This is an optimization exercise on Yosys and OpenROAD, whose aim is small area and a short achievable clock period, not a production implementation.
At most, simulation tests tie the RTL to the original design; equivalence was not proved.
For run 8, only the layout was checked, not whether the RTL still works.
In every run shown here, the design's own scripts or RTL, not TritonCTS, make the clock network.
The clock input has no modelled driver; a real chip could not lean on it and would need a root buffer or a full tree.
Power is estimated from default activity; no workload was simulated.

## flow/run.sh

```bash
#!/bin/bash
# Standard ORFS layout, except that:
# - the clock tree is built by flow/cts_pre.tcl (hooked in through PRE_CTS_TCL)
#   instead of TritonCTS;
# - the port buffers are buf_2 cells (BUFFER_PORTS_ARGS).
# make's output goes to make.log here; ORFS's per-step logs stay under orfs/logs.
set -euo pipefail
here=$(pwd)
bash standard.sh "PRE_CTS_TCL=$here/flow/cts_pre.tcl" \
  "BUFFER_PORTS_ARGS=-buffer_cell sky130_fd_sc_hd__buf_2" \
  finish > make.log 2>&1
```

## flow/cts_pre.tcl

```tcl
# Sourced by ORFS's cts.tcl before clock_tree_synthesis (PRE_CTS_TCL): builds
# a two-level clock tree by hand (the clock port drives 4 mid clock inverters,
# which drive 10 leaf clock inverters, each leaf driving about 26 flip-flops;
# two inversions, so the flip-flops see the port's clock), then turns the
# repair_clock_inverters and clock_tree_synthesis calls that follow into
# no-ops (repair_clock_inverters would clone the leaf inverters per flip-flop).
source [file join [file dirname [info script]] mycts.tcl]
mycts_run 4 10 sky130_fd_sc_hd__clkinv_8 sky130_fd_sc_hd__clkinv_16
set_propagated_clock [all_clocks]
proc repair_clock_inverters {args} {
  puts "repair_clock_inverters skipped: manual clock tree in place"
}
proc clock_tree_synthesis {args} {
  puts "clock_tree_synthesis skipped: manual clock tree in place"
}
```

## flow/mycts.tcl

```tcl
proc mycts_centre {items} {
  set sx 0; set sy 0
  foreach s $items { set sx [expr {$sx + [lindex $s 1]}]; set sy [expr {$sy + [lindex $s 2]}] }
  set n [llength $items]
  return [list [expr {int($sx / $n)}] [expr {int($sy / $n)}]]
}
proc mycts_split {items ngroups {axis 0}} {
  # cut items into ngroups groups of near-equal size, alternating the cut axis
  if {$ngroups <= 1} { return [list $items] }
  set n1 [expr {$ngroups / 2}]
  set n2 [expr {$ngroups - $n1}]
  set idx [expr {$axis ? 2 : 1}]
  set s [lsort -real -index $idx $items]
  set h [expr {int(round([llength $s] * double($n1) / $ngroups))}]
  set next [expr {1 - $axis}]
  return [concat [mycts_split [lrange $s 0 [expr {$h - 1}]] $n1 $next] \
                 [mycts_split [lrange $s $h end] $n2 $next]]
}
proc mycts_buf {name cell xy innet} {
  set block [ord::get_db_block]
  set m [[ord::get_db] findMaster $cell]
  set b [odb::dbInst_create $block $m $name]
  set w [$m getWidth]
  $b setLocation [expr {[lindex $xy 0] - $w / 2}] [lindex $xy 1]
  $b setPlacementStatus PLACED
  set net [odb::dbNet_create $block net_$name]
  $net setSigType CLOCK
  [$b findITerm A] connect $innet
  set out [$b findITerm X]
  if {$out eq "NULL" || $out eq ""} { set out [$b findITerm Y] }
  $out connect $net
  return $net
}
proc mycts_run {nmid nleaf midcell leafcell} {
  set block [ord::get_db_block]
  set clknet [$block findNet clk]
  $clknet setSigType CLOCK
  set sinks {}
  foreach it [$clknet getITerms] {
    set bb [[$it getInst] getBBox]
    lappend sinks [list $it [expr {([$bb xMin] + [$bb xMax]) / 2.0}] [expr {([$bb yMin] + [$bb yMax]) / 2.0}]]
  }
  set leaves {}
  set i 0
  foreach g [mycts_split $sinks $nleaf] {
    set c [mycts_centre $g]
    lappend leaves [list $g [lindex $c 0] [lindex $c 1] $i]
    incr i
  }
  set j 0
  foreach mg [mycts_split $leaves $nmid] {
    set mnet [mycts_buf clkmid_$j $midcell [mycts_centre $mg] $clknet]
    foreach lf $mg {
      set lnet [mycts_buf clkleaf_[lindex $lf 3] $leafcell [lrange $lf 1 2] $mnet]
      foreach s [lindex $lf 0] {
        set it [lindex $s 0]
        $it disconnect
        $it connect $lnet
      }
    }
    incr j
  }
}
```

## standard.sh

```bash
#!/bin/bash
# synth_recipe.tcl (not shown) runs the flow's synth.tcl, then flattens the netlist and writes it again
# the make line also repeats each setting of config.mk as NAME=value (left out here)
make -C /OpenROAD-flow-scripts/flow DESIGN_CONFIG=/design/flow/config.mk WORK_HOME=/design/flow/orfs CLKGATE_MAP_FILE= SYNTH_SCRIPT=/design/flow/synth_recipe.tcl "${@:-finish}"
```

## config.mk

```make
export PLATFORM = sky130hd
export DESIGN_NAME = PacketArbiter
export DESIGN_NICKNAME = PacketArbiter
export VERILOG_FILES = /design/flow/design.v
export SDC_FILE = /design/flow/constraint.sdc
export NUM_CORES = 4
export LEC_CHECK = 0
export CAP_MARGIN = 20
export CORE_MARGIN = 2
export CORE_UTILIZATION = 60
export SETUP_SLACK_MARGIN = 2.4
export SLEW_MARGIN = 20
```

## constraint.sdc

```tcl
create_clock -name core_clock -period 4.0 [get_ports {clk}]
set_input_delay 0.8000 -clock core_clock [delete_from_list [all_inputs] [get_ports {clk}]]
set_output_delay 0.8000 -clock core_clock [all_outputs]
set_load 0.01 [all_outputs]
```

## design.v

```verilog
module PacketArbiter #
 ( parameter WIDTH = 8,
   parameter DEPTH = 8,
   parameter DLOG2 = 3,
   parameter KLOG2 = 3)
 ( input   clk,
   input   reset,
   input  [WIDTH-1:0]  A_tdata,
   input   A_tvalid,
   input   A_tlast,
   output reg A_tready,
   input  [WIDTH-1:0]  B_tdata,
   input   B_tvalid,
   input   B_tlast,
   output reg B_tready,
   output reg [WIDTH-1:0]  K_tdata,
   output reg K_tvalid,
   output reg K_tlast,
   input   K_tready);
  function [2:0] inc3(input [2:0] v);
    inc3 = {v[2] ^ (v[1] & v[0]), v[1] ^ v[0], ~v[0]};
  endfunction
  reg [WIDTH-1:0] A_mem [0:DEPTH-1];
  reg [WIDTH-1:0] B_mem [0:DEPTH-1];
  reg [WIDTH-1:0] K_mem [0:DEPTH-1];
  reg [2:0] wa, wb, kw;
  reg [2:0] lsel;                
  reg [2:0] csel;                
  reg [DEPTH-1:0] ra, rb, kr;    
  reg grant;
  reg [WIDTH-1:0] cdata;
  reg [DEPTH-1:0] kwe;
  wire endc = (csel != 0) && (csel == kw);
  wire [DEPTH-1:0] krn = {kr[DEPTH-1:1], 1'b0};
  wire klast = krn[lsel];
  wire alast = A_tvalid && A_tlast;
  wire blast = B_tvalid && B_tlast;
  wire [2:0] lsel_n = (grant ? alast : blast) ? (grant ? wa : wb) : lsel;
  wire [2:0] csel_n = (grant ? blast : alast) ? (grant ? wb : wa) : csel;
  always @(posedge clk, posedge reset) begin
    if (reset) begin
      wa <= 0; wb <= 0;
      A_tready <= 1'b0; B_tready <= 1'b0;
    end else begin
      if (A_tvalid) begin
        A_tready <= ~A_tlast;
        wa <= A_tlast ? 3'd0 : inc3(wa);
      end
      if (B_tvalid) begin
        B_tready <= ~B_tlast;
        wb <= B_tlast ? 3'd0 : inc3(wb);
      end
    end
  end
  always @(posedge clk, posedge reset) begin
    if (reset) begin
      ra <= 1; rb <= 1; kw <= 0; grant <= 1'b0; lsel <= 0; csel <= 0;
    end else begin
      lsel <= endc ? csel_n : lsel_n;
      csel <= endc ? lsel_n : csel_n;
      if (grant) rb <= {rb[DEPTH-2:0], rb[DEPTH-1]};
      else       ra <= {ra[DEPTH-2:0], ra[DEPTH-1]};
      kw <= endc ? 3'd0 : inc3(kw);
      grant <= grant ^ endc;
    end
  end
  always @(posedge clk, posedge reset) begin
    if (reset) begin
      kr <= 1; K_tvalid <= 1'b0; K_tlast <= 1'b0;
    end else if (K_tready) begin
      K_tvalid <= 1'b1;
      K_tlast <= klast;
      kr <= klast ? {{(DEPTH-1){1'b0}}, 1'b1} : {kr[DEPTH-2:0], kr[DEPTH-1]};
    end
  end
  reg [WIDTH-1:0] crd, krd;
  integer i;
  always @* begin
    crd = {WIDTH{1'b0}};
    krd = {WIDTH{1'b0}};
    for (i = 0; i < DEPTH; i = i + 1) begin
      crd = crd | ({WIDTH{~grant & ra[i]}} & A_mem[i])
                | ({WIDTH{ grant & rb[i]}} & B_mem[i]);
      krd = krd | ({WIDTH{kr[i]}} & K_mem[i]);
    end
  end
  wire kbyp = |(kwe & kr);
  always @(posedge clk) begin
    if (A_tvalid && (wa != 0 || !reset)) A_mem[wa] <= A_tdata;
    if (B_tvalid && (wb != 0 || !reset)) B_mem[wb] <= B_tdata;
    cdata <= crd;
    for (i = 0; i < DEPTH; i = i + 1) begin
      kwe[i] <= kw == i && (i != 0 || !reset);
      if (kwe[i]) K_mem[i] <= cdata;
    end
    if (K_tready) K_tdata <= kbyp ? cdata : krd;
  end
endmodule
```

==> impl_results.md, run 1 <==
* CP Capture Type: register
* FF+latch area at 0.007465 mm^2
* R2r setup slk at 2.35 ns
* Crit path cell chain: a22oi_2 > nand4_4 > a21o_1
* Max-Cap Viols at 0
* Clock skew at 0.05539 ns
* HPWL after detailed placement at 12.48 mm
* Status: no timing/DRC/antenna violations
* Hold crit path type: register to register
* Core box area at 0.01589 mm^2
* Worst Setup SP: kr[2]
* Post-synth EDFFs at 200
* Final ANT Viol Nets at 0
* GRT Total Usage at 0.2415
* Ys async rst share at 0.1692
* RSZ-0062 raised after global routing: true
* Synth Warn # at 2
* PD cells at 613.6 mW/mm^2
* Syn_nets at 621
* Row count at 46
* Leak at 3.934 nW
* Final TNS setup at 0 ns
* # setup viols final at 0
* DRC at 0
* CP arrival at 1.57 ns
* Placed cell area at 0.01019 mm^2
* Vias per inst at 6.345
* Later-pin clock latency in the skew report at 0.22 ns
* NumNets Final at 688
* CP max FO at 8
* Register area share after synthesis at 0.7600
* Slew Limit Fails at 0
* Peak VDD IR at 401.1 uV
* Total wire length at 20.86 mm
* First-pass GRT wire length at 32.16 mm
* Fillers at 1068
* Highest clock rate at 604.6 MHz
* Remaining Overflow, GRT at 0
* Die Area at 0.01733 mm^2
* # diodes at 0
* Largest net degree at the start of global routing at 33
* Top_reg_cell synth: edfxtp_1
* Final hold vios at 0
* Multi-input logic area at 0.002401 mm^2
* Die Y-Extent at 131.7 um
* WP data required at 3.92 ns
* Mapped Area at 0.009777 mm^2
* Hold_buf cts at 0
* Design area at 0.01127 mm^2
* IO buf count at 34
* Area growth syn-to-layout at 15.23%
* Worst-path clk slew at 0.07 ns
* Origin of the critical flop-to-flop path: kr[2]
* FF+latch count, synth at 260
* Detailed Routing Iterations Pass 1 at 4
* Final GP Congestion at 0.7921
* DR WL/cell at 24.01 um
* CP max-delay cell: dfrtp_4
* Slew margin rel. at 0.6186
* Syn_area_per_cell at 16.63 um^2
* Die W at 131.7 um
* Crit path launch type: register
* Final Cycle Share at 0.4135
* Setup CP Type: register to register
* Synth unique cells at 44
* Ports at 35
* Tmin final at 1.654 ns
* Worst Tran Pin Value at 0.5690 ns
* Vias in the first global route at 5494
* Startpoint of the worst hold path: K_tvalid
* Largest stage delay, worst path at 0.53 ns
* Layout cells sized above 1 at 0.2879
* Post-Syn Instances at 588
* Initial antenna violation count at 0
* Vias at 5514
* Initial Utilization at 0.6155
* DRT iter0 DRCs at 465
==> routing by layer <==
metal / part of all wire / routed length, um / GRT usage / vias to the layer above
li1: - / - / - / 2447
met1: 0.41 / 8464 / 0.3394 / 2844
met2: 0.51 / 10680 / 0.4069 / 182
met3: 0.047 / 982 / 0.01929 / 41
met4: 0.035 / 733 / 0.07971 / 0
met5: 0 / 0 / 0 / -
==> cells in the final DEF (no fill, tap or decap), types with 12 or more instances in the layout <==
master / instances
a221oi_1: 17
a22o_1: 29
a22oi_1: 47
a31oi_1: 15
buf_2: 31
buf_4: 36
dfrtp_1: 26
dfrtp_2: 13
edfxtp_1: 200
mux2_2: 16
mux2i_1: 15
nand2_1: 18
nor2_4: 12
==> power breakdown <==
part	internal (mW)	switching (mW)	total (mW)
Sequential	3.56	0.547	4.11
Clock	0.230	0.962	1.19
Combinational	0.786	0.828	1.61
Total	4.58	2.34	6.91
==> layout make-up <==
type | instances | area share
Sequential cell | 260 | 0.6626
Multi-Input combinational cell | 280 | 0.2131
Timing Repair Buffer | 83 | 0.06175
Inverter | 29 | 0.03809
Tap cell | 216 | 0.02399
Timing Repair inverter | 1 | 0.0004442
==> cell families (layout without fill, tap and decap cells) <==
logic type,count (synthesis),count (layout),synth area share
AOI/OAI and AO/OA,154,154,0.1213
and+or+nand+nor,78,79,0.03980
DFF,260,260,0.7600
adders and majority gates,10,10,0.01280
buffers and inverters,49,113,0.02649
xor gates and xnor gates,3,3,0.002688
muxes,34,34,0.03686
==> synth_stat cells (5+ instances only) <==
library cell / count / area, um^2
buf_2: 11 / 55.05
a21oi_1: 5 / 25.02
o22ai_1: 5 / 31.28
o21ai_0: 8 / 40.04
dfrtp_1: 41 / 1026
edfxtp_1: 200 / 6006
mux2_2: 16 / 180.2
clkbuf_1: 14 / 52.55
nand2_1: 23 / 86.33
ha_1: 10 / 125.1
a22oi_1: 51 / 382.9
nor2_1: 22 / 82.58
a21o_1: 9 / 67.56
nand4_1: 8 / 50.05
a221oi_1: 21 / 183.9
a31oi_1: 16 / 100.1
mux2i_1: 18 / 180.2
a22o_1: 29 / 254.0
dfxtp_1: 16 / 320.3
inv_1: 14 / 52.55
==> repair_timing <==
item	4_1_cts	5_1_grt
gates cloned	2	0
pin swaps	12	11
gates resized for setup	54	15
setup endpoints to repair	176	88
setup buffers	26	21
==> critical path, delay by kind of cell (launching register included) <==
family          cells  cell delay, ns
compound gates      2            0.59
flops               1            0.53
simple gates        1            0.23
==> final timing paths <==
| path | endpoint | cells past startpoint |
|---|---|---|
| worst max-delay path | K_tdata[6] | 3 |
| worst min-delay path | K_tvalid | 1 |
| worst max register to register | K_tdata[6] | 3 |
| worst min register to register | K_tvalid | 1 |
| max in group asynchronous | rb[0] | 4 |
| min in group asynchronous | wb[2] | 3 |
==> sequential cells by signal, indices dropped and copies added, names as in the netlist, 8 cells and up <==
signal,cells
K_tdata,8
K_mem,64
rb,8
ra,8
cdata,8
B_mem,64
kr,8
A_mem,64
kwe,8
==> stage by stage <==
stage / power (mW) / utilization / instances / hold WS [ns] / setup slack (ns)
after floorplan: 4.928 / - / 588 / 0.4544 / 2.134
after global placement: 5.310 / 0.6413 / 806 / 0.4445 / 1.899
after detailed placement: 5.383 / 0.6413 / 806 / 0.4452 / 1.887
after CTS: 6.785 / 0.6934 / 848 / 0.4650 / 2.355
after global routing: 7.263 / 0.7092 / 869 / 0.5008 / 2.319
final: 6.913 / 0.7092 / 869 / 0.4685 / 2.346
==> run 2, diff against run 1 <==
--- a/config.mk
+++ b/config.mk
@@ -9,4 +9,4 @@
 export CORE_MARGIN = 2
 export CORE_UTILIZATION = 60
-export SETUP_SLACK_MARGIN = 2.4
+export SETUP_SLACK_MARGIN = 2.3
 export SLEW_MARGIN = 20
==> impl_results.md, run 2 <==
* Status: no timing/DRC/antenna violations
* Detailed Routing Iterations Pass 1 at 5 (+1)
* Final GP Congestion at 0.8139 (+2.8%)
* Origin of the critical flop-to-flop path: kwe[2]
* Slew margin rel. at 0.4925 (-0.1261)
* IO buf count at 34 (unchanged)
* Logic pwr share at 0.202 (-0.032)
* Die Y-Extent at 131.7 um (unchanged)
* Max-Cap Viols at 0 (unchanged)
* Final Util at 0.6873 (-0.02190)
* Final TNS setup at 0 ns (unchanged)
* Leak at 3.753 nW (-4.6%)
* Row count at 46 (unchanged)
* Mapped Area at 0.009777 mm^2 (unchanged)
* Synth area leader: edfxtp_1
* NumNets Final at 660 (-4.1%)
* FF+latch count, synth at 260 (unchanged)
* Area fraction of the dominant cell type after synthesis at 0.6143 (unchanged)
* Peak VDD IR at 392.2 uV (-2.2%)
* RSZ-0062 raised after global routing: true
* Register area share after synthesis at 0.7600 (unchanged)
* Flop pwr share at 0.618 (+0.024)
* Syn_area_per_cell at 16.63 um^2 (unchanged)
* R2r setup slk at 2.34 ns (about the same)
* Vias per inst at 6.344 (about the same)
* Total wire length at 20.27 mm (-2.8%)
* CP max FO at 8 (unchanged)
* Commonest non-fill, non-tap cell in the layout: edfxtp_1
* CP arrival at 1.57 ns (about the same)
* Hold crit path type: register to register
* Worst-path clk slew at 0.06 ns (about the same)
* Fin cells at 841 (-3.2%)
* Final hold vios at 0 (unchanged)
* Synth top area cells: edfxtp_1 (61%), dfrtp_1 (10%), a22oi_1 (3.9%), dfxtp_1 (3.3%), a22o_1 (2.6%)
* PD cells at 609.5 mW/mm^2 (-0.67%)
* Remaining Overflow, GRT at 0 (unchanged)
* DRC at 0 (unchanged)
* Syn_nets at 621 (unchanged)
* Vias at 5335 (-3.2%)
* Post-synth top cells: edfxtp_1 (200), a22oi_1 (51), dfrtp_1 (41)
* NetSw at 2.240 mW (-4.2%)
* Clock skew at 0.06438 ns (+0.008996 ns)
* HPWL after detailed placement at 12.59 mm (+0.89%)
* Dpl cells at 806 (unchanged)
* Top_reg_cell synth: edfxtp_1
* FF-to-FF path depth at 5 (+2)
* Crit path to: B_mem[1][4]
* Worst Tran Pin Value at 0.7571 ns (+0.1881 ns)
* Hold_buf cts at 0 (unchanged)
* Vias in the first global route at 5250 (-4.4%)
* Tmin final at 1.683 ns (+0.02935 ns)
* Largest net degree at the start of global routing at 54 (+64%)
* Final Cycle Share at 0.4208 (+0.007337)
* Switching share of total power at 0.3366 (-0.001475)
* Post-synth EDFFs at 200 (unchanged)
* Worst hold slack at 0.4721 ns (+0.003605 ns)
* Setup CP Type: primary input to register
* Commonest non-fill, non-tap cells in the layout: edfxtp_1 (200), a22oi_1 (48), buf_2 (32)
* Ys async rst share at 0.1692 (unchanged)
* DRT iter0 DRCs at 551 (+18%)
* Synth Warn # at 2 (unchanged)
* Synth unique cells at 44 (unchanged)
* Layout cells sized above 1 at 0.2288 (-0.05910)
* WP data required at 3.88 ns (-0.04 ns)
* First-pass GRT wire length at 31.42 mm (-2.3%)
* Most frequent cell after synthesis: edfxtp_1
* Slew Limit Fails at 0 (unchanged)
* Worst Setup SP: reset
* CP Capture Type: register
* R2R Path End: K_tdata[6]
* # setup viols final at 0 (unchanged)
* Internal power at 4.414 mW (-3.5%)
* Crit path launch type: primary input
* Later-pin clock latency in the skew report at 0.22 ns (about the same)
* DR WL/cell at 24.11 um (+0.42%)
* Highest clock rate at 594.0 MHz (-1.7%)
* Die W at 131.7 um (unchanged)
* Regs by FF count: A_mem (64), B_mem (64), K_mem (64)
* Area growth syn-to-layout at 11.67%
* Core box area at 0.01589 mm^2 (unchanged)
* Initial antenna violation count at 0 (unchanged)
* Post-Syn Instances at 588 (unchanged)
* Clock share of power at 0.180 (+0.008)
* # diodes at 0 (unchanged)
* GRT Total Usage at 0.2340 (-0.007457)
* Final ANT Viol Nets at 0 (unchanged)
* Die Area at 0.01733 mm^2 (unchanged)
* Fillers at 1079 (+1.0%)
* Ports at 35 (unchanged)
* Initial Utilization at 0.6155 (unchanged)
-- run 2: cell count changes in the layout (fill, tap and decap cells not counted), sizes merged --
cell   change
buf       -28
nand4      -1
nor3       +1
-- run 2: logic make-up after synthesis --
| logic type | after synthesis | synth area share |
|---|---|---|
| AND/OR/NAND/NOR | 78 | 0.03980 |
| adder cells (fa/ha/maj) | 10 | 0.01280 |
| multiplexers | 34 | 0.03686 |
| AO/OA/AOI/OAI | 154 | 0.1213 |
| flip-flops | 260 | 0.7600 |
| buffers and inverters | 49 | 0.02649 |
| XOR/XNOR | 3 | 0.002688 |
-- run 2: area by class of cell --
cell class / instances / area, um^2 / share of cell area
Inverter: 29 / 426.7 / 0.03908
Multi-Input combinational cell: 280 / 2312 / 0.2118
Sequential cell: 260 / 7452 / 0.6826
Tap cell: 216 / 270.3 / 0.02475
Timing Repair Buffer: 55 / 451.7 / 0.04137
Timing Repair inverter: 1 / 5.005 / 0.0004584
-- run 2: metrics by stage --
stage	total power, mW	instance area (um^2)	worst slack, ns
final	6.654	10920	2.317
after global routing	6.990	10920	2.271
after CTS	6.614	10810	2.203
after detailed placement	5.360	10150	1.809
after global placement	5.292	10150	1.893
after floorplan	4.915	9912	2.134
-- run 2: how the worst min path moves through the flow --
stage                   from  cells past startpoint        to
floorplan              kw[0]                      1     kw[0]
global placement    K_tvalid                      1  K_tvalid
detailed placement  K_tvalid                      1  K_tvalid
CTS                 K_tvalid                      1  K_tvalid
global route        K_tvalid                      1  K_tvalid
finish              K_tvalid                      1  K_tvalid
-- run 2: what timing repair did --
action,4_1_cts,5_1_grt
endpoints found under the hold margin,0,0
setup endpoints to repair,152,85
pin swaps,8,3
gates resized for setup,19,23
cloned,2,0
buffers inserted,15,4
-- run 2: power by group through the flow --
| stage | Sequential, mW | Combinational (mW) | Clock (mW) |
|---|---|---|---|
| after floorplan | 3.87 | 1.04 | 0 |
| after global placement | 4.13 | 1.16 | 0 |
| after detailed placement | 4.16 | 1.20 | 0 |
| after CTS | 4.10 | 1.28 | 1.23 |
| after global routing | 4.18 | 1.48 | 1.33 |
| final | 4.11 | 1.34 | 1.20 |
-- run 2: per-layer routing --
metal,up-vias,track usage,part of all wire
li1,2387,-,-
met1,2761,0.3356,0.42
met2,154,0.4031,0.52
met3,33,0.01543,0.040
met4,0,0.04891,0.020
met5,-,0,0
-- run 2: critical path, cell delays in order --
cell and delay [ns]:
buf_2 0.17, a21oi_4 0.18, nor3b_4 0.25, buf_12 0.16
==> run 3, diff against run 2 <==
--- a/config.mk
+++ b/config.mk
@@ -9,4 +9,4 @@
 export CORE_MARGIN = 2
 export CORE_UTILIZATION = 60
-export SETUP_SLACK_MARGIN = 2.3
+export SETUP_SLACK_MARGIN = 2.35
 export SLEW_MARGIN = 20
==> impl_results.md, run 3 <==
* Vias at 5263 (-1.3%)
* Post-synth top cells: edfxtp_1 (200), a22oi_1 (51), dfrtp_1 (41)
* CP arrival at 1.53 ns (-0.04 ns)
* Regs by FF count: A_mem (64), B_mem (64), K_mem (64)
* # setup viols final at 0 (unchanged)
* IO buf count at 34 (unchanged)
* PD cells at 610.2 mW/mm^2 (+0.11%)
* WP data required at 3.89 ns (about the same)
* Most used routing layer in global routing: met2
* DR WL/cell at 24.40 um (+1.2%)
* Layout cells sized above 1 at 0.2496 (+0.02080)
* Commonest non-fill, non-tap cell in the layout: edfxtp_1
* Final Cycle Share at 0.4098 (-0.01109)
* Highest clock rate at 610.1 MHz (+2.7%)
* # diodes at 0 (unchanged)
* Switching share of total power at 0.3381 (+0.001488)
* Multi-input logic area at 0.002352 mm^2 (+1.7%)
* Synth area leader: edfxtp_1
* FF+latch count, synth at 260 (unchanged)
* Slew margin rel. at 0.4823 (-0.01019)
* Die W at 131.7 um (unchanged)
* Synth Warn # at 2 (unchanged)
* Leak at 3.794 nW (+1.1%)
* DRT iter0 DRCs at 464 (-16%)
* Die Y-Extent at 131.7 um (unchanged)
* Max-Cap Viols at 0 (unchanged)
* Clock share of power at 0.181 (about the same)
* Commonest non-fill, non-tap cells in the layout: edfxtp_1 (200), a22oi_1 (47), buf_2 (32)
* Post-Syn Instances at 588 (unchanged)
* Final GP Congestion at 0.8183 (+0.54%)
* Synth unique cells at 44 (unchanged)
* Final TNS setup at 0 ns (unchanged)
* Initial Utilization at 0.6155 (unchanged)
* Hold crit path type: register to register
* Flop pwr share at 0.616 (-0.002)
* R2r setup slk at 2.39 ns (+0.05 ns)
* Clock skew at 0.05422 ns (-0.01016 ns)
* NetSw at 2.276 mW (+1.6%)
* NumNets Final at 664 (+0.61%)
* Detailed Routing Iterations Pass 1 at 5 (unchanged)
* Tmin final at 1.639 ns (-0.04437 ns)
* Vias per inst at 6.228 (-1.8%)
* Largest net degree at the start of global routing at 33 (-39%)
* GR Util met3 at 0.01929 (+0.003858)
* Synth top area cells: edfxtp_1 (61%), dfrtp_1 (10%), a22oi_1 (3.9%), dfxtp_1 (3.3%), a22o_1 (2.6%)
* Peak VDD IR at 485.3 uV (+24%)
* Register area share after synthesis at 0.7600 (unchanged)
* Initial antenna violation count at 0 (unchanged)
* Area fraction of the dominant cell type after synthesis at 0.6143 (unchanged)
* Syn_area_per_cell at 16.63 um^2 (unchanged)
* Met1 global-route usage at 0.3431 (+0.007507)
* Later-pin clock latency in the skew report at 0.22 ns (about the same)
* RSZ-0062 raised after global routing: true
* Most frequent cell after synthesis: edfxtp_1
* Status: no timing/DRC/antenna violations
* Worst-path clk slew at 0.07 ns (about the same)
* Hold_buf cts at 0 (unchanged)
* Row count at 46 (unchanged)
* Remaining Overflow, GRT at 0 (unchanged)
* Crit path max-delay family: buffers and inverters
* Top_reg_cell synth: edfxtp_1
* CP Capture Type: register
* Ys async rst share at 0.1692 (unchanged)
* Worst Tran Pin Value at 0.7723 ns (+0.01520 ns)
* Die Area at 0.01733 mm^2 (unchanged)
* CP max FO at 8 (unchanged)
* Final hold vios at 0 (unchanged)
* Internal power at 4.455 mW (+0.92%)
* Fillers at 1073 (-0.56%)
* Met2 Usage GRT at 0.4081 (+0.004945)
* Most frequent CP cell: buf_12
* Vias in the first global route at 5426 (+3.4%)
* Setup CP Type: primary input to register
* Crit path cell chain: buf_12 > a21oi_4 > nor3b_4 > buf_12
* HPWL after detailed placement at 12.76 mm (+1.4%)
* Post-layout power at 6.730 mW (+1.1%)
* Slew Limit Fails at 0 (unchanged)
* Area growth syn-to-layout at 12.82%
* FF+latch area at 0.007462 mm^2 (+0.13%)
* Crit path launch type: primary input
* CP max-delay cell: nor3b_4
* Mapped Area at 0.009777 mm^2 (unchanged)
* Crit path buf inv count at 2 (unchanged)
* Worst hold slack at 0.4909 ns (+0.01873 ns)
* Syn_nets at 621 (unchanged)
* GRT Total Usage at 0.2389 (+0.004861)
* Logic pwr share at 0.203 (about the same)
* Core box area at 0.01589 mm^2 (unchanged)
* Final ANT Viol Nets at 0 (unchanged)
* Ports at 35 (unchanged)
* Largest stage delay, worst path at 0.26 ns (about the same)
* Total wire length at 20.62 mm (+1.7%)
* DRC at 0 (unchanged)
* Post-synth EDFFs at 200 (unchanged)
* First-pass GRT wire length at 32.11 mm (+2.2%)
run 3: cell counts after synthesis:
Identical to the previous run, type by type.
run 3: layer usage:
layer	up-vias	share of wire
li1	2394	-
met1	2723	0.43
met5	-	0
met4	0	0.020
met3	26	0.037
met2	120	0.51
run 3: area by class of cell:
cell class / instances / share of cell area
timing repair inverter: 1 / 0.0004537
timing repair buffer: 59 / 0.04651
multi-input combinational: 280 / 0.2132
inverter: 29 / 0.03879
tap: 216 / 0.02450
sequential: 260 / 0.6765
run 3: kinds of logic (layout without fill, tap and decap cells):
logic type                 after synthesis  count (layout)  share of synthesized area
DFF                                    260             260                     0.7600
buffers and inverters                   49              89                    0.02649
and+or+nand+nor                         78              79                    0.03980
muxes                                   34              34                    0.03686
AOI/OAI and AO/OA                      154             154                     0.1213
adders and majority gates               10              10                    0.01280
xor gates and xnor gates                 3               3                   0.002688
run 3: path summary, 6_finish.rpt:
kind / start / endpoint / cells after the start
max in group asynchronous: reset / grant / 4
hold reg to reg: kw[0] / kw[0] / 1
hold / removal: kw[0] / kw[0] / 1
setup reg to reg: grant / cdata[0] / 3
min in group asynchronous: reset / ra[7] / 2
setup / recovery: reset / B_mem[0][0] / 4
run 3: repair_timing:
action                                  4_1_cts  5_1_grt
pin swaps                                     8        8
resized for setup                            20       36
endpoints found under the hold margin         0        0
setup buffers                                12       11
endpoints found under the setup margin      174       66
gates cloned                                  1        1
run 3: power groups by stage:
stage	combinational, mW	clock, mW	sequential [mW]
3_5_place_dp	1.14	0	4.22
2_1_floorplan	1.05	0	3.88
4_1_cts	1.21	1.24	4.16
5_1_grt	1.51	1.35	4.22
3_3_place_gp	1.12	0	4.19
6_report	1.37	1.22	4.15
run 3: per-stage QoR:
step / instances / area [um^2] / utilization / setup WS, ns
3_5_place_dp: 806 / 10180 / 0.6411 / 1.904
5_1_grt: 845 / 11030 / 0.6944 / 2.345
6_report: 845 / 11030 / 0.6944 / 2.361
2_1_floorplan: 588 / 9952 / - / 2.134
3_3_place_gp: 806 / 10180 / 0.6411 / 1.934
4_1_cts: 833 / 10810 / 0.6805 / 2.169
run 3: worst register-to-register path, delay by kind of cell (launching register included):
| family | cells | cell delay [ns] |
|---|---|---|
| buf+inv | 1 | 0.35 |
| flops | 1 | 0.66 |
| simple gates | 1 | 0.15 |
| compound gates | 1 | 0.29 |
==> run 4, diff against run 3 <==
--- a/config.mk
+++ b/config.mk
@@ -8,5 +8,5 @@
 export CAP_MARGIN = 20
 export CORE_MARGIN = 2
-export CORE_UTILIZATION = 60
+export CORE_UTILIZATION = 72
 export SETUP_SLACK_MARGIN = 2.35
 export SLEW_MARGIN = 20
==> impl_results.md, run 4 <==
* Crit path launch type: register
* Final Cycle Share at 0.4115 (+0.001792)
* Initial Utilization at 0.7383 (+0.1228)
* Syn_area_per_cell at 16.63 um^2 (unchanged)
* Ports at 35 (unchanged)
* Initial antenna violation count at 0 (unchanged)
* Row count at 42 (-8.7%)
* CP max FO at 8 (unchanged)
* Die Area at 0.01453 mm^2 (-16%)
* DRT iter0 DRCs at 653 (+41%)
* Peak VDD IR at 418.7 uV (-14%)
* Post-synth EDFFs at 200 (unchanged)
* Slew Limit Fails at 0 (unchanged)
* CP arrival at 1.62 ns (+0.09 ns)
* DR WL/cell at 25.39 um (+4.0%)
* Vias in the first global route at 5505 (+1.5%)
* Synth unique cells at 44 (unchanged)
* Die Y-Extent at 120.5 um (-8.4%)
* Worst Tran Pin Value at 0.5055 ns (-0.2669 ns)
* Vias per inst at 6.886 (+11%)
* First-pass GRT wire length at 31.46 mm (-2.0%)
* # setup viols final at 0 (unchanged)
* Largest net degree at the start of global routing at 54 (+64%)
* Clock skew at 0.05490 ns (+0.0006793 ns)
* Commonest non-fill, non-tap cell in the layout: edfxtp_1
* Tmin final at 1.646 ns (+0.007170 ns)
* # diodes at 0 (unchanged)
* Final hold vios at 0 (unchanged)
* Commonest non-fill, non-tap cells in the layout: edfxtp_1 (200), a22oi_1 (47), buf_2 (32)
* Core box area at 0.01324 mm^2 (-17%)
* Post-Syn Instances at 588 (unchanged)
* Vias at 5612 (+6.6%)
* CP max-delay cell: dfrtp_2
* Crit path buf inv count at 1 (-1)
* Leak at 3.838 nW (+1.2%)
* Syn_nets at 621 (unchanged)
* Ys async rst share at 0.1692 (unchanged)
* Synth Warn # at 2 (unchanged)
* Final worst slack at 2.354 ns (-0.007170 ns)
* Later-pin clock latency in the skew report at 0.22 ns (about the same)
* Status: no timing/DRC/antenna violations
* Area fraction of the dominant cell type after synthesis at 0.6143 (unchanged)
* Top_reg_cell synth: edfxtp_1
* Setup WS pre-CTS at 1.940 ns (+0.03657 ns)
* Detailed Routing Iterations Pass 1 at 5 (unchanged)
* GRT Total Usage at 0.2879 (+0.04902)
* Synth top area cells: edfxtp_1 (61%), dfrtp_1 (10%), a22oi_1 (3.9%), dfxtp_1 (3.3%), a22o_1 (2.6%)
* Final TNS setup at 0 ns (unchanged)
* WP data required at 3.97 ns (+0.08 ns)
* Slew margin rel. at 0.6630 (+0.1807)
* Hold crit path type: register to register
* Total wire length at 20.69 mm (+0.34%)
* Layout cells sized above 1 at 0.2551 (+0.005484)
* Area growth syn-to-layout at 12.58%
* Final GP Congestion at 0.8369 (+2.3%)
* Register area share after synthesis at 0.7600 (unchanged)
* Crit path cell chain: a22oi_2 > buf_4 > nand4_4 > a21o_1
* Crit path max-delay family: compound AO/OA/AOI/OAI gates
* Die W at 120.5 um (-8.4%)
* Worst-path clk slew at 0.07 ns (about the same)
* Most frequent cell after synthesis: edfxtp_1
* NumNets Final at 674 (+1.5%)
* PD cells at 619.1 mW/mm^2 (+1.5%)
* Hold_buf cts at 0 (unchanged)
* IO buf count at 34 (unchanged)
* Highest clock rate at 607.5 MHz (-0.44%)
* RSZ-0062 raised after global routing: true
* Synth area leader: edfxtp_1
* CP Capture Type: register
* Regs by FF count: A_mem (64), B_mem (64), K_mem (64)
* DRC at 0 (unchanged)
* Final ANT Viol Nets at 0 (unchanged)
* Max-Cap Viols at 0 (unchanged)
* Remaining Overflow, GRT at 0 (unchanged)
* FF+latch count, synth at 260 (unchanged)
* HPWL after detailed placement at 12.69 mm (-0.61%)
* Setup CP Type: register to register
* Largest stage delay, worst path at 0.49 ns (+0.23 ns)
* Post-synth top cells: edfxtp_1 (200), a22oi_1 (51), dfrtp_1 (41)
* Mapped Area at 0.009777 mm^2 (unchanged)
[run 4: cell counts after synthesis]
No cell type changed its count.
[run 4: worst register-to-register path, cell delays in order, from the launching register on]
cell and delay, ns:
dfrtp_2 0.49, a22oi_2 0.32, buf_4 0.18, nand4_4 0.17
a21o_1 0.25
[run 4: cell families after synthesis]
logic type	count (synthesis)	share of synthesized area
AOI/OAI and AO/OA	154	0.1213
buffers and inverters	49	0.02649
and+or+nand+nor	78	0.03980
DFF	260	0.7600
xor gates and xnor gates	3	0.002688
muxes	34	0.03686
adders and majority gates	10	0.01280
[run 4: cell type report]
| type | instances | area (um^2) |
|---|---|---|
| flip-flops and latches | 260 | 7458 |
| multi-input cells | 280 | 2328 |
| fillers | 684 | 2236 |
| repair buffers | 69 | 566.8 |
| inverters | 29 | 427.9 |
| well taps | 176 | 220.2 |
| repair inverters | 1 | 5.005 |
[run 4: power breakdown]
part           internal [mW]  switching (mW)
logic                  0.706           0.820
clock network          0.230           0.972
registers               3.56           0.531
[run 4: worst paths after layout]
kind | to | slack (ns) | cells past startpoint | start
worst max-delay path | K_tdata[3] | 2.35 | 4 | kr[2]
worst min-delay path | kw[0] | 0.51 | 1 | kw[0]
worst max register to register | K_tdata[3] | 2.35 | 4 | kr[2]
worst min register to register | kw[0] | 0.51 | 1 | kw[0]
max in group asynchronous | rb[0] | 2.76 | 3 | reset
min in group asynchronous | ra[7] | 0.53 | 2 | reset
[run 4: through the flow]
| step | power (mW) | hold WS, ns | std cells | util | area, um^2 |
|---|---|---|---|---|---|
| 2_1_floorplan | 4.926 | 0.4544 | 588 | - | 9952 |
| 3_3_place_gp | 5.283 | 0.4727 | 766 | 0.7653 | 10130 |
| 3_5_place_dp | 5.384 | 0.4979 | 766 | 0.7653 | 10130 |
| 4_1_cts | 6.660 | 0.5099 | 795 | 0.8156 | 10800 |
| 5_1_grt | 7.093 | 0.5252 | 815 | 0.8312 | 11010 |
| 6_report | 6.814 | 0.5073 | 815 | 0.8312 | 11010 |
[run 4: layer usage]
| metal | share of wire | up-vias | global-route usage |
|---|---|---|---|
| met5 | 0 | - | 0 |
| met4 | 0.029 | 0 | 0.08285 |
| met3 | 0.074 | 51 | 0.02689 |
| met2 | 0.51 | 293 | 0.4823 |
| met1 | 0.39 | 2850 | 0.4145 |
| li1 | - | 2418 | - |
[run 4: timing repair]
| action | 4_1_cts | 5_1_grt |
|---|---|---|
| pin swaps | 6 | 10 |
| setup endpoints to repair | 151 | 53 |
| gates cloned | 1 | 1 |
| hold endpoints to repair | 0 | 0 |
| resized for setup | 32 | 19 |
| setup buffers | 14 | 19 |
==> run 5, diff against run 4 <==
--- a/config.mk
+++ b/config.mk
@@ -8,5 +8,5 @@
 export CAP_MARGIN = 20
 export CORE_MARGIN = 2
-export CORE_UTILIZATION = 72
+export CORE_UTILIZATION = 50
 export SETUP_SLACK_MARGIN = 2.35
 export SLEW_MARGIN = 20
==> impl_results.md, run 5 <==
* Initial Utilization at 0.5057 (-0.2326)
* Final hold vios at 0 (unchanged)
* GRT Total Usage at 0.2021 (-0.08579)
* Final TNS setup at 0 ns (unchanged)
* Vias in the first global route at 5259 (-4.5%)
* Peak VDD IR at 278.7 uV (-33%)
* Commonest non-fill, non-tap cell in the layout: edfxtp_1
* Die Area at 0.02069 mm^2 (+42%)
* Clock skew at 0.05417 ns (-0.0007305 ns)
* Initial antenna violation count at 0 (unchanged)
* Ys async rst share at 0.1692 (unchanged)
* DR WL/cell at 22.77 um (-10%)
* Syn_area_per_cell at 16.63 um^2 (unchanged)
* NumNets Final at 682 (+1.2%)
* Mapped Area at 0.009777 mm^2 (unchanged)
* Status: no timing/DRC/antenna violations
* Setup CP Type: register to register
* Hold_buf cts at 0 (unchanged)
* Crit path launch type: register
* RSZ-0062 raised after global routing: true
* Commonest non-fill, non-tap cells in the layout: edfxtp_1 (200), a22oi_1 (47), buf_4 (34)
* Setup WS pre-CTS at 1.906 ns (-0.03442 ns)
* Tmin final at 1.639 ns (-0.007210 ns)
* Vias per inst at 5.884 (-15%)
* FF+latch count, synth at 260 (unchanged)
* CP max FO at 10 (+2)
* Row count at 51 (+21%)
* Synth top area cells: edfxtp_1 (61%), dfrtp_1 (10%), a22oi_1 (3.9%), dfxtp_1 (3.3%), a22o_1 (2.6%)
* Area fraction of the dominant cell type after synthesis at 0.6143 (unchanged)
* Internal power at 4.525 mW (+0.76%)
* Worst-path clk slew at 0.07 ns (about the same)
* NetSw at 2.287 mW (-1.6%)
* Synth area leader: edfxtp_1
* HPWL after detailed placement at 12.57 mm (-0.95%)
* Register area share after synthesis at 0.7600 (unchanged)
* Core box area at 0.01933 mm^2 (+46%)
* Vias at 5366 (-4.4%)
* Final Cycle Share at 0.4097 (-0.001802)
* Largest net degree at the start of global routing at 29 (-46%)
* DRC at 0 (unchanged)
* Layout cells sized above 1 at 0.2705 (+0.01539)
* # setup viols final at 0 (unchanged)
* Flop pwr share at 0.599 (about the same)
* Fillers at 1497 (+120%)
* Max-Cap Viols at 0 (unchanged)
* Synth Warn # at 2 (unchanged)
* PD cells at 608.1 mW/mm^2 (-1.8%)
* Area growth syn-to-layout at 14.58%
* First-pass GRT wire length at 31.78 mm (+1.0%)
* # diodes at 0 (unchanged)
* R2r setup slk at 2.36 ns (about the same)
* Post-synth top cells: edfxtp_1 (200), a22oi_1 (51), dfrtp_1 (41)
* Slew margin rel. at 0.6730 (+0.01000)
* Post-Syn Instances at 588 (unchanged)
* Synth unique cells at 44 (unchanged)
* Syn_nets at 621 (unchanged)
* Final GP Congestion at 0.7718 (-7.8%)
* Switching share of total power at 0.3358 (-0.005244)
* DRT iter0 DRCs at 360 (-45%)
* Clock share of power at 0.179 (+0.003)
* Detailed Routing Iterations Pass 1 at 5 (unchanged)
* Post-synth EDFFs at 200 (unchanged)
* IO buf count at 34 (unchanged)
* Leak at 3.883 nW (+1.2%)
* CP Capture Type: register
* Most frequent cell after synthesis: edfxtp_1
* Die Y-Extent at 143.8 um (+19%)
* Slew Limit Fails at 0 (unchanged)
* Remaining Overflow, GRT at 0 (unchanged)
* Final ANT Viol Nets at 0 (unchanged)
* Regs by FF count: A_mem (64), B_mem (64), K_mem (64)
* Total wire length at 20.77 mm (+0.38%)
* Die W at 143.8 um (+19%)
* Logic pwr share at 0.221 (-0.003)
* Hold crit path type: register to register
* WP data required at 4.06 ns (+0.09 ns)
* CP arrival at 1.70 ns (+0.08 ns)
* Top_reg_cell synth: edfxtp_1
* Ports at 35 (unchanged)
* Worst Tran Pin Value at 0.4904 ns (-0.01500 ns)
* Highest clock rate at 610.1 MHz (+0.44%)
* Final worst slack at 2.361 ns (+0.007210 ns)
* Later-pin clock latency in the skew report at 0.22 ns (about the same)
run 5: cell counts after synthesis:
Identical to the previous run, type by type.
run 5: layer usage:
metal  track usage  up-vias  part of all wire
met5             0        -                 0
met4       0.03251        0             0.019
met3       0.01599       28             0.048
met2        0.3589      148              0.52
met1        0.2799     2762              0.42
li1              -     2428                 -
run 5: final timing paths:
check	cells after the start	startpoint	end
setup / recovery	4	ra[3]	cdata[3]
hold / removal	1	K_tvalid	K_tvalid
setup reg to reg	4	ra[3]	cdata[3]
hold reg to reg	1	K_tvalid	K_tvalid
max in group asynchronous	3	reset	rb[0]
min in group asynchronous	2	reset	csel[0]
run 5: area by class of cell:
cell class              instances  area, um^2  area share
flip-flops and latches        260        7466      0.6665
multi-input cells             280        2328      0.2079
repair buffers                 78       649.4     0.05797
inverters                      29       426.7     0.03809
well taps                     265       331.6     0.02960
run 5: per-stage QoR:
stage	instance area, um^2	hold WS (ns)	power (mW)	utilization	instances
2_1_floorplan	9952	0.4544	4.926	-	588
3_3_place_gp	10240	0.4508	5.312	0.5296	854
3_5_place_dp	10240	0.4503	5.362	0.5296	854
4_1_cts	10960	0.4705	6.703	0.5669	887
5_1_grt	11200	0.4938	7.187	0.5794	912
6_report	11200	0.4618	6.812	0.5794	912
run 5: logic make-up after synthesis:
group / count (synthesis) / share of synthesized area
buffers and inverters: 49 / 0.02649
DFF: 260 / 0.7600
AOI/OAI and AO/OA: 154 / 0.1213
and+or+nand+nor: 78 / 0.03980
xor gates and xnor gates: 3 / 0.002688
adders and majority gates: 10 / 0.01280
muxes: 34 / 0.03686
run 5: power groups by stage:
stage          clock (mW)  sequential, mW  combinational [mW]
2_1_floorplan           0            3.88                1.05
6_report             1.22            4.08                1.51
3_3_place_gp            0            4.24                1.07
4_1_cts              1.25            4.19                1.27
3_5_place_dp            0            4.26                1.10
5_1_grt              1.37            4.16                1.66
run 5: repair_timing:
action | in CTS | in global routing
setup endpoints to repair | 152 | 74
buffers inserted | 18 | 25
pin swaps | 9 | 8
resized for setup | 34 | 20
gates cloned | 1 | 0
run 5: critical path: stages (launching register included):
cell and delay [ns]:
dfrtp_1 0.56, a22o_1 0.28, a221oi_1 0.29, nand3_1 0.13, a21o_1 0.20
==> run 6, diff against run 5 <==
--- a/design.v
+++ b/design.v
@@ -87,9 +87,9 @@
   wire kbyp = |(kwe & kr);
   always @(posedge clk) begin
-    if (A_tvalid && (wa != 0 || !reset)) A_mem[wa] <= A_tdata;
-    if (B_tvalid && (wb != 0 || !reset)) B_mem[wb] <= B_tdata;
+    if (A_tvalid && !reset) A_mem[wa] <= A_tdata;
+    if (B_tvalid && !reset) B_mem[wb] <= B_tdata;
     cdata <= crd;
     for (i = 0; i < DEPTH; i = i + 1) begin
-      kwe[i] <= kw == i && (i != 0 || !reset);
+      kwe[i] <= !reset && kw == i;
       if (kwe[i]) K_mem[i] <= cdata;
     end
--- a/config.mk
+++ b/config.mk
@@ -8,5 +8,5 @@
 export CAP_MARGIN = 20
 export CORE_MARGIN = 2
-export CORE_UTILIZATION = 50
+export CORE_UTILIZATION = 60
 export SETUP_SLACK_MARGIN = 2.35
 export SLEW_MARGIN = 20
==> impl_results.md, run 6 <==
* DRT iter0 DRCs at 464 (+29%)
* PD cells at 567.8 mW/mm^2 (-6.6%)
* Final GP Congestion at 0.8114 (+5.1%)
* Hold crit path type: register to register
* HPWL after detailed placement at 13.08 mm (+4.1%)
* Die Y-Extent at 131.2 um (-8.8%)
* Crit path cell chain: buf_16 > clkinvlp_4 > nand2_4 > nor3_4 > buf_12
* Startpoint of the worst hold path: K_tvalid
* Final worst slack at 2.329 ns (-0.03222 ns)
* Origin of the critical flop-to-flop path: ra[1]
* FF+latch count, synth at 260 (unchanged)
* Setup CP Type: primary input to register
* Detailed Routing Iterations Pass 1 at 5 (unchanged)
* Area fraction of the dominant cell type after synthesis at 0.6185 (+0.004195)
* # setup viols final at 0 (unchanged)
* Clock skew at 0.05901 ns (+0.004833 ns)
* Leak at 3.932 nW (+1.3%)
* Synth Warn # at 2 (unchanged)
* Layout cells sized above 1 at 0.2995 (+0.02906)
* Post-synth top cells: edfxtp_1 (200), a22oi_1 (49), dfrtp_1 (41)
* Mapped Area at 0.009711 mm^2 (-0.68%)
* # diodes at 0 (unchanged)
* Largest stage delay, worst path at 0.19 ns (-0.37 ns)
* Largest net degree at the start of global routing at 32 (+10%)
* Initial antenna violation count at 0 (unchanged)
* Crit path launch type: primary input
* GRT Total Usage at 0.2382 (+0.03602)
* Fillers at 1049 (-30%)
* Final Util at 0.7136 (+0.1342)
* IO buf count at 34 (unchanged)
* DR WL/cell at 23.80 um (+4.5%)
* Clock share of power at 0.189 (+0.010)
* Total wire length at 20.64 mm (-0.64%)
* Later-pin clock latency in the skew report at 0.22 ns (about the same)
* Core box area at 0.01583 mm^2 (-18%)
* Peak VDD IR at 389.8 uV (+40%)
* Syn_area_per_cell at 16.66 um^2 (+0.17%)
* Die W at 131.2 um (-8.8%)
* Max-Cap Viols at 0 (unchanged)
* DRC at 0 (unchanged)
* Status: no timing/DRC/antenna violations
* Top_reg_cell synth: edfxtp_1
* Die Area at 0.01722 mm^2 (-17%)
* Remaining Overflow, GRT at 0 (unchanged)
* Slew Limit Fails at 0 (unchanged)
* Worst-path clk slew at 0.07 ns (about the same)
* Internal power at 4.316 mW (-4.6%)
* Synth unique cells at 44 (unchanged)
* Hold_buf cts at 0 (unchanged)
* Ys async rst share at 0.1692 (unchanged)
* Final Cycle Share at 0.4178 (+0.008055)
* Final hold vios at 0 (unchanged)
* Row count at 46 (-9.8%)
* Tmin final at 1.671 ns (+0.03222 ns)
* CP max FO at 8 (-2)
* Initial Utilization at 0.6135 (+0.1079)
* NetSw at 2.098 mW (-8.3%)
* CP Capture Type: register
* Post-synth EDFFs at 200 (unchanged)
* Vias in the first global route at 5460 (+3.8%)
* Synth top area cells: edfxtp_1 (62%), dfrtp_1 (11%), a22oi_1 (3.8%), dfxtp_1 (3.3%), mux2_2 (2.6%)
* Vias per inst at 6.242 (+6.1%)
* Syn_nets at 614 (-1.1%)
* Post-Syn Instances at 583 (-0.85%)
* CP arrival at 1.57 ns (-0.13 ns)
* Logic pwr share at 0.214 (-0.007)
* Area growth syn-to-layout at 16.31%
* Most frequent cell after synthesis: edfxtp_1
* Worst Tran Pin Value at 0.6835 ns (+0.1930 ns)
* Flop pwr share at 0.597 (-0.002)
* Commonest non-fill, non-tap cells in the layout: edfxtp_1 (200), a22oi_1 (48), buf_4 (43)
* NumNets Final at 684 (+0.29%)
* Setup WS pre-CTS at 1.485 ns (-0.4205 ns)
* Ports at 35 (unchanged)
* Regs by FF count: A_mem (64), B_mem (64), K_mem (64)
* Highest clock rate at 598.4 MHz (-1.9%)
* Final TNS setup at 0 ns (unchanged)
* WP data required at 3.90 ns (-0.16 ns)
* Vias at 5412 (+0.86%)
* Slew margin rel. at 0.5443 (-0.1287)
* Synth area leader: edfxtp_1
* Worst Setup SP: reset
* RSZ-0062 raised after global routing: true
* Commonest non-fill, non-tap cell in the layout: edfxtp_1
* Final ANT Viol Nets at 0 (unchanged)
* Register area share after synthesis at 0.7652 (+0.005190)
* First-pass GRT wire length at 31.97 mm (+0.61%)
* Switching share of total power at 0.3271 (-0.008671)
* CP max-delay cell: nor3_4
-- run 6: cells by family (layout without fill, tap and decap cells) --
logic type / after synthesis / after routing / share of synthesized area
AOI/OAI and AO/OA: 146 / 146 / 0.1156
xor gates and xnor gates: 3 / 3 / 0.002706
adders and majority gates: 8 / 8 / 0.01031
buffers and inverters: 48 / 115 / 0.02203
DFF: 260 / 260 / 0.7652
muxes: 38 / 38 / 0.04200
and+or+nand+nor: 80 / 81 / 0.04214
-- run 6: final cells by class --
cell class	instances	area (um^2)	area share
inverter	24	409.1	0.03622
multi-input combinational	276	2394	0.2119
sequential	260	7461	0.6606
tap	216	270.3	0.02393
timing repair buffer	90	755.7	0.06691
timing repair inverter	1	5.005	0.0004431
-- run 6: path summary, 6_finish.rpt --
path | endpoint | slack [ns] | cells after the start
worst max-delay path | B_mem[1][6] | 2.33 | 5
max in group asynchronous | kr[0] | 2.57 | 4
worst min-delay path | K_tvalid | 0.47 | 1
min in group asynchronous | wb[0] | 0.70 | 3
worst max register to register | cdata[2] | 2.37 | 4
worst min register to register | K_tvalid | 0.47 | 1
-- run 6: what timing repair did --
item,CTS,global route
pin swaps,16,12
buffers inserted,23,29
gates resized for setup,40,18
endpoints found under the setup margin,174,98
cloned,1,1
-- run 6: critical path: cells and delay by family --
family | cells | cell delay (ns)
buffers and inverters | 3 | 0.45
AND/OR/NAND/NOR | 2 | 0.31
-- run 6: power groups by stage --
stage | clock network (mW) | registers (mW) | logic, mW
after floorplan | 0 | 3.66 | 0.905
after global placement | 0 | 3.92 | 1.01
after detailed placement | 0 | 3.94 | 1.03
after CTS | 1.24 | 3.86 | 1.19
after global routing | 1.35 | 3.89 | 1.50
final | 1.22 | 3.83 | 1.37
-- run 6: per-stage QoR --
stage / cells / instance area (um^2) / hold WS (ns) / total power, mW
after global routing: 867 / 11290 / 0.4779 / 6.729
final: 867 / 11290 / 0.4691 / 6.413
after global placement: 799 / 10220 / 0.4514 / 4.924
after CTS: 837 / 11010 / 0.4653 / 6.285
after detailed placement: 799 / 10220 / 0.4474 / 4.972
after floorplan: 583 / 9980 / 0.4839 / 4.568
-- run 6: metal layers --
metal / GRT usage / routed length (um)
met2: 0.4088 / 10660
met5: 0 / 0
met3: 0.02315 / 872
met4: 0.05616 / 446
met1: 0.3361 / 8656
==> run 7, diff against run 6 <==
--- a/config.mk
+++ b/config.mk
@@ -9,4 +9,4 @@
 export CORE_MARGIN = 2
 export CORE_UTILIZATION = 60
-export SETUP_SLACK_MARGIN = 2.35
+export SETUP_SLACK_MARGIN = 2.4
 export SLEW_MARGIN = 20
==> impl_results.md, run 7 <==
* Status: no timing/DRC/antenna violations
* Synth top area cells: edfxtp_1 (62%), dfrtp_1 (11%), a22oi_1 (3.8%), dfxtp_1 (3.3%), mux2_2 (2.6%)
* Min-Delay Path Depth at 1 (unchanged)
* Total wire length at 20.98 mm (+1.6%)
* Post-synth top cells: edfxtp_1 (200), a22oi_1 (49), dfrtp_1 (41)
* Worst hold slack at 0.4770 ns (+0.007891 ns)
* Peak VDD IR at 391.6 uV (+0.46%)
* Syn_nets at 614 (unchanged)
* Final Cycle Share at 0.4276 (+0.009845)
* DR WL/cell at 24.11 um (+1.3%)
* PD cells at 574.6 mW/mm^2 (+1.2%)
* IO buf count at 34 (unchanged)
* Startpoint of the worst hold path: B_tready
* Vias at 5462 (+0.92%)
* FF-to-FF path depth at 2 (-2)
* Die Y-Extent at 131.2 um (unchanged)
* Crit path launch type: primary input
* CP arrival at 1.56 ns (about the same)
* Worst Tran Pin Value at 0.5204 ns (-0.1630 ns)
* Final ANT Viol Nets at 0 (unchanged)
* Post-Syn Instances at 583 (unchanged)
* Synth area leader: edfxtp_1
* Largest stage delay, worst path at 0.36 ns (+0.17 ns)
* Setup CP Type: primary input to register
* Max-Cap Viols at 0 (unchanged)
* Commonest non-fill, non-tap cells in the layout: edfxtp_1 (200), a22oi_1 (44), buf_4 (38)
* CP max FO at 8 (unchanged)
* HPWL after detailed placement at 12.94 mm (-1.1%)
* Initial Utilization at 0.6135 (unchanged)
* Crit path max-delay family: simple AND/OR/NAND/NOR gates
* # setup viols final at 0 (unchanged)
* GRT Total Usage at 0.2411 (+0.002939)
* Worst-path clk slew at 0.07 ns (about the same)
* Hold endpoint: B_tready
* Vias in the first global route at 5345 (-2.1%)
* Die W at 131.2 um (unchanged)
* Post-synth EDFFs at 200 (unchanged)
* Leak at 3.975 nW (+1.1%)
* Clock skew at 0.06054 ns (+0.001530 ns)
* R2R Path End: A_mem[6][2]
* Mapped Area at 0.009711 mm^2 (unchanged)
* WP data required at 3.84 ns (-0.06 ns)
* Most frequent cell after synthesis: edfxtp_1
* Highest clock rate at 584.6 MHz (-2.3%)
* Vias per inst at 6.278 (+0.58%)
* Area fraction of the dominant cell type after synthesis at 0.6185 (unchanged)
* Syn_area_per_cell at 16.66 um^2 (unchanged)
* Final GP Congestion at 0.8546 (+5.3%)
* Fillers at 988 (-5.8%)
* Multi-input logic area at 0.002446 mm^2 (+2.2%)
* Layout cells sized above 1 at 0.3196 (+0.02003)
* Crit path buf inv count at 1 (-2)
* DRC at 0 (unchanged)
* NumNets Final at 687 (+0.44%)
* Ys async rst share at 0.1692 (unchanged)
* Regs by FF count: A_mem (64), B_mem (64), K_mem (64)
* RSZ-0062 raised after global routing: true
* CP max-delay cell: or3_4
* Slew Limit Fails at 0 (unchanged)
* Largest net degree at the start of global routing at 41 (+28%)
* Ports at 35 (unchanged)
* Remaining Overflow, GRT at 0 (unchanged)
* Crit path cell chain: buf_16 > or3_4 > nor2_4
* Tmin final at 1.711 ns (+0.03938 ns)
* Commonest non-fill, non-tap cell in the layout: edfxtp_1
* Final hold vios at 0 (unchanged)
* Hold_buf cts at 0 (unchanged)
* DRT iter0 DRCs at 536 (+16%)
* # diodes at 0 (unchanged)
* Final TNS setup at 0 ns (unchanged)
* Synth unique cells at 44 (unchanged)
* Synth Warn # at 2 (unchanged)
* First-pass GRT wire length at 32.13 mm (+0.50%)
* FF+latch count, synth at 260 (unchanged)
* FF+latch area at 0.007462 mm^2 (about the same)
* Final Util at 0.7231 (+0.009486)
* Origin of the critical flop-to-flop path: wa[0]
* Hold crit path type: register to register
* Slew margin rel. at 0.6511 (+0.1068)
* Row count at 46 (unchanged)
* Die Area at 0.01722 mm^2 (unchanged)
* R2r setup slk at 2.39 ns (+0.02 ns)
* Top_reg_cell synth: edfxtp_1
* CP Capture Type: register
* Area growth syn-to-layout at 17.86%
* Register area share after synthesis at 0.7652 (unchanged)
* Detailed Routing Iterations Pass 1 at 5 (unchanged)
* Later-pin clock latency in the skew report at 0.22 ns (about the same)
* Initial antenna violation count at 0 (unchanged)
* Core box area at 0.01583 mm^2 (unchanged)
* Post-layout power at 6.576 mW (+2.5%)
[run 7: cell counts after synthesis]
Identical to the previous run, type by type.
[run 7: worst max path at each step]
stage	startpoint	cells past startpoint	to	slack (ns)
2_1_floorplan	reset	3	B_mem[3][0]	1.83
3_3_place_gp	reset	4	B_mem[3][3]	1.50
3_5_place_dp	reset	4	B_mem[7][0]	1.45
4_1_cts	reset	3	A_mem[6][2]	2.30
5_1_grt	reset	3	A_mem[6][0]	2.28
6_report	reset	3	A_mem[6][2]	2.29
[run 7: final cells by class]
cell class | count | area share
Sequential cell | 260 | 0.6520
Multi-Input combinational cell | 276 | 0.2137
Timing Repair Buffer | 93 | 0.07445
Inverter | 24 | 0.03575
Tap cell | 216 | 0.02361
Timing Repair inverter | 1 | 0.0004373
[run 7: repair_timing]
item,CTS,global route
pin swaps,17,11
resized for setup,55,24
cloned,2,1
setup endpoints to repair,187,130
setup buffers,34,21
[run 7: layer usage]
layer | global-route usage | share of wire | wire (um) | vias up
met2 | 0.4140 | 0.52 | 10880 | 160
met4 | 0.03563 | 0.015 | 306 | 0
met3 | 0.02006 | 0.047 | 987 | 27
met1 | 0.3521 | 0.42 | 8798 | 2820
met5 | 0 | 0 | 0 | -
li1 | - | - | - | 2455
[run 7: logic make-up (layout without fill, tap and decap cells)]
| kind of cell | count (synthesis) | in the layout | synth area share |
|---|---|---|---|
| fa+ha+maj | 8 | 8 | 0.01031 |
| simple gates | 80 | 81 | 0.04214 |
| buf+inv | 48 | 118 | 0.02203 |
| mux | 38 | 38 | 0.04200 |
| xor+xnor | 3 | 3 | 0.002706 |
| compound gates | 146 | 146 | 0.1156 |
| flops | 260 | 260 | 0.7652 |
[run 7: metrics by stage]
step | instance area [um^2] | worst slack (ns) | std cells
floorplan | 9983 | 1.829 | 583
global placement | 10220 | 1.499 | 798
detailed placement | 10220 | 1.452 | 798
CTS | 11140 | 2.298 | 848
global route | 11440 | 2.275 | 870
finish | 11440 | 2.289 | 870
[run 7: report_power, final]
part,switching (mW),internal [mW]
Clock,0.973,0.229
Sequential,0.439,3.40
Combinational,0.741,0.791
Total,2.15,4.42
==> run 8, diff against run 7 <==
--- a/design.v
+++ b/design.v
@@ -29,6 +29,4 @@
   reg [DEPTH-1:0] ra, rb, kr;    
   reg grant;
-  reg [WIDTH-1:0] cdata;
-  reg [DEPTH-1:0] kwe;
   wire endc = (csel != 0) && (csel == kw);
   wire [DEPTH-1:0] krn = {kr[DEPTH-1:1], 1'b0};
@@ -85,14 +83,9 @@
     end
   end
-  wire kbyp = |(kwe & kr);
   always @(posedge clk) begin
     if (A_tvalid && !reset) A_mem[wa] <= A_tdata;
     if (B_tvalid && !reset) B_mem[wb] <= B_tdata;
-    cdata <= crd;
-    for (i = 0; i < DEPTH; i = i + 1) begin
-      kwe[i] <= !reset && kw == i;
-      if (kwe[i]) K_mem[i] <= cdata;
-    end
-    if (K_tready) K_tdata <= kbyp ? cdata : krd;
+    if (!reset) K_mem[kw] <= crd;
+    if (K_tready) K_tdata <= krd;
   end
 endmodule
--- a/config.mk
+++ b/config.mk
@@ -9,4 +9,4 @@
 export CORE_MARGIN = 2
 export CORE_UTILIZATION = 60
-export SETUP_SLACK_MARGIN = 2.4
+export SETUP_SLACK_MARGIN = 2.35
 export SLEW_MARGIN = 20
==> impl_results.md, run 8 <==
* Status: no timing/DRC/antenna violations
* CP Capture Type: register
* Total wire length at 19.65 mm (-6.3%)
* R2R Path End: A_mem[6][1]
* Die Area at 0.01636 mm^2 (-5.0%)
* Final ANT Viol Nets at 0 (unchanged)
* Ports at 35 (unchanged)
* Mapped Area at 0.009210 mm^2 (-5.2%)
* Regs by FF count: A_mem (64), B_mem (64), K_mem (64)
* Synth Warn # at 1 (-1)
* Register area share after synthesis at 0.7720 (+0.006805)
* Remaining Overflow, GRT at 0 (unchanged)
* Synth unique cells at 39 (-11%)
* Syn_nets at 578 (-5.9%)
* CP arrival at 1.55 ns (about the same)
* Min-Delay Path Depth at 1 (unchanged)
* # setup viols final at 0 (unchanged)
* First-pass GRT wire length at 30.77 mm (-4.2%)
* Slew margin rel. at 0.6643 (+0.01320)
* Largest stage delay, worst path at 0.36 ns (about the same)
* CP max-delay cell: or3_4
* Final TNS setup at 0 ns (unchanged)
* Commonest non-fill, non-tap cell in the layout: edfxtp_1
* Fin cells at 792 (-9.0%)
* Final Cycle Share at 0.4163 (-0.01131)
* Post-Syn Instances at 552 (-5.3%)
* GRT Total Usage at 0.2469 (+0.005804)
* Worst-path clk slew at 0.07 ns (about the same)
* Setup CP Type: primary input to register
* FF+latch count, synth at 244 (-6.2%)
* HPWL after detailed placement at 12.67 mm (-2.1%)
* Ys async rst share at 0.1803 (+0.01110)
* Most frequent cell after synthesis: edfxtp_1
* Highest clock rate at 600.5 MHz (+2.7%)
* Origin of the critical flop-to-flop path: wa[0]
* Commonest non-fill, non-tap cells in the layout: edfxtp_1 (200), a22oi_1 (63), buf_2 (31)
* Post-layout power at 5.975 mW (-9.1%)
* Post-synth top cells: edfxtp_1 (200), a22oi_1 (64), dfrtp_1 (41)
* Leak at 3.682 nW (-7.4%)
* Die W at 127.9 um (-2.5%)
* Syn_area_per_cell at 16.68 um^2 (+0.17%)
* Fillers at 893 (-9.6%)
* Dpl cells at 740 (-7.3%)
* DRT iter0 DRCs at 525 (-2.1%)
* Post-synth EDFFs at 200 (unchanged)
* Crit path launch type: primary input
* WP data required at 3.88 ns (+0.04 ns)
* Initial Utilization at 0.6104 (-0.003153)
* FF-to-FF path depth at 3 (+1)
* Vias in the first global route at 5329 (-0.30%)
* R2r setup slk at 2.37 ns (-0.02 ns)
* Worst path depth at 4 (+1)
* Final hold vios at 0 (unchanged)
* Detailed Routing Iterations Pass 1 at 4 (-1)
* Peak VDD IR at 371.2 uV (-5.2%)
* Top_reg_cell synth: edfxtp_1
* Die Y-Extent at 127.9 um (-2.5%)
* Crit path cell chain: buf_16 > or3_4 > nor2_4 > buf_12
* Layout cells sized above 1 at 0.3526 (+0.03308)
* Area growth syn-to-layout at 20.85%
* # diodes at 0 (unchanged)
* Max-Cap Viols at 0 (unchanged)
* CP max FO at 7 (-1)
* Row count at 45 (-2.2%)
* RSZ-0062 raised after global routing: true
* Crit path max-delay family: simple AND/OR/NAND/NOR gates
* Vias per inst at 6.447 (+2.7%)
* NumNets Final at 632 (-8.0%)
* Largest net degree at the start of global routing at 36 (-12%)
* DRC at 0 (unchanged)
* Hold crit path type: register to register
* Area fraction of the dominant cell type after synthesis at 0.6521 (+0.03361)
* Worst Tran Pin Value at 0.5035 ns (-0.01694 ns)
* Crit path to: A_mem[6][1]
* Slew Limit Fails at 0 (unchanged)
* Crit path buf inv count at 2 (+1)
* Vias at 5106 (-6.5%)
* Synth area leader: edfxtp_1
* Final GP Congestion at 0.8275 (-3.2%)
* Later-pin clock latency in the skew report at 0.22 ns (about the same)
* Synth top area cells: edfxtp_1 (65%), dfrtp_1 (11%), a22oi_1 (5.2%), mux2_2 (2.2%), a22o_1 (2.2%)
* Tmin final at 1.665 ns (-0.04522 ns)
* Core box area at 0.01509 mm^2 (-4.7%)
* PD cells at 536.8 mW/mm^2 (-6.6%)
* Initial antenna violation count at 0 (unchanged)
* DR WL/cell at 24.81 um (+2.9%)
* Clock skew at 0.06158 ns (+0.001041 ns)
* IO buf count at 34 (unchanged)
* Worst Setup SP: reset
-- run 8: cell type report --
| cell class | instances | area (um^2) | area share |
|---|---|---|---|
| inverters | 27 | 421.7 | 0.03788 |
| multi-input cells | 258 | 2572 | 0.2311 |
| flip-flops and latches | 244 | 7148 | 0.6422 |
| well taps | 188 | 235.2 | 0.02113 |
| repair buffers | 75 | 753.2 | 0.06767 |
-- run 8: worst min-delay path by stage --
stage | slack (ns) | start | endpoint
final | 0.47 | K_tvalid | K_tvalid
after global routing | 0.49 | K_tvalid | K_tvalid
after CTS | 0.47 | K_tvalid | K_tvalid
after detailed placement | 0.46 | K_tvalid | K_tvalid
after global placement | 0.45 | K_tvalid | K_tvalid
after floorplan | 0.51 | K_tvalid | K_tvalid
-- run 8: stage by stage --
step           cell area (um^2)  hold WS (ns)  worst slack [ns]  utilization
6_report                  11130        0.4701             2.335       0.7376
2_1_floorplan              9609        0.5094             1.865            -
3_3_place_gp               9821        0.4467             1.418       0.6508
5_1_grt                   11130        0.4899             2.339       0.7376
4_1_cts                   10950        0.4742             2.296       0.7258
3_5_place_dp               9821        0.4622             1.355       0.6508
-- run 8: cell families after synthesis --
kind of cell | after synthesis | share of synthesized area
buf+inv | 50 | 0.02350
xor+xnor | 4 | 0.003805
flops | 244 | 0.7720
simple gates | 86 | 0.04823
mux | 37 | 0.04266
compound gates | 128 | 0.1057
fa+ha+maj | 3 | 0.004076
-- run 8: where the power goes --
part           switching (mW)  internal [mW]  total [mW]
Sequential              0.358           3.18        3.54
Combinational           0.724          0.546        1.27
Clock                   0.937          0.228        1.17
Total                    2.02           3.96        5.97
-- run 8: per-layer routing --
| metal | vias up | GRT usage | part of all wire |
|---|---|---|---|
| met5 | - | 0 | 0 |
| met4 | 0 | 0.05042 | 0.022 |
| met3 | 30 | 0.02129 | 0.035 |
| met2 | 110 | 0.4300 | 0.52 |
| met1 | 2660 | 0.3488 | 0.42 |
| li1 | 2306 | - | - |
-- run 8: repair_timing --
item / 4_1_cts / 5_1_grt
setup buffers: 34 / 4
pin swaps: 24 / 7
resized for setup: 69 / 38
endpoints found under the setup margin: 310 / 168
hold buffers: 0 / 0

## separate check: timing with driven ports
No port has a modelled driver above. Below, the same layouts with a new extraction and two added sets of constraints. Step 1 sets driving cells, clkbuf_16 on the clock port and buf_2 on the other inputs (assumed; they add their load-dependent delay and slew). Step 2 times the ports against the registers' clock, not the clock port: input delays grow and output delays shrink by t, the midpoint of the rising clock arrivals with the driver on. Slacks: ideal ports / drivers / drivers and shift; pairs: ideal ports / drivers.
run | shift t [ns] | setup slack, ns
run 1 | 0.345 | 2.346 / 2.271 / 2.148
run 2 | 0.340 | 2.317 / 2.288 / 2.101
run 3 | 0.344 | 2.361 / 2.280 / 2.119
run 4 | 0.336 | 2.354 / 2.281 / 2.112
run 5 | 0.343 | 2.361 / 2.257 / 2.114
run 6 | 0.344 | 2.329 / 2.301 / 2.069
run 7 | 0.342 | 2.289 / 2.305 / 2.034
run 8 | 0.342 | 2.335 / 2.298 / 2.085
After both steps every run listed still meets setup and hold.
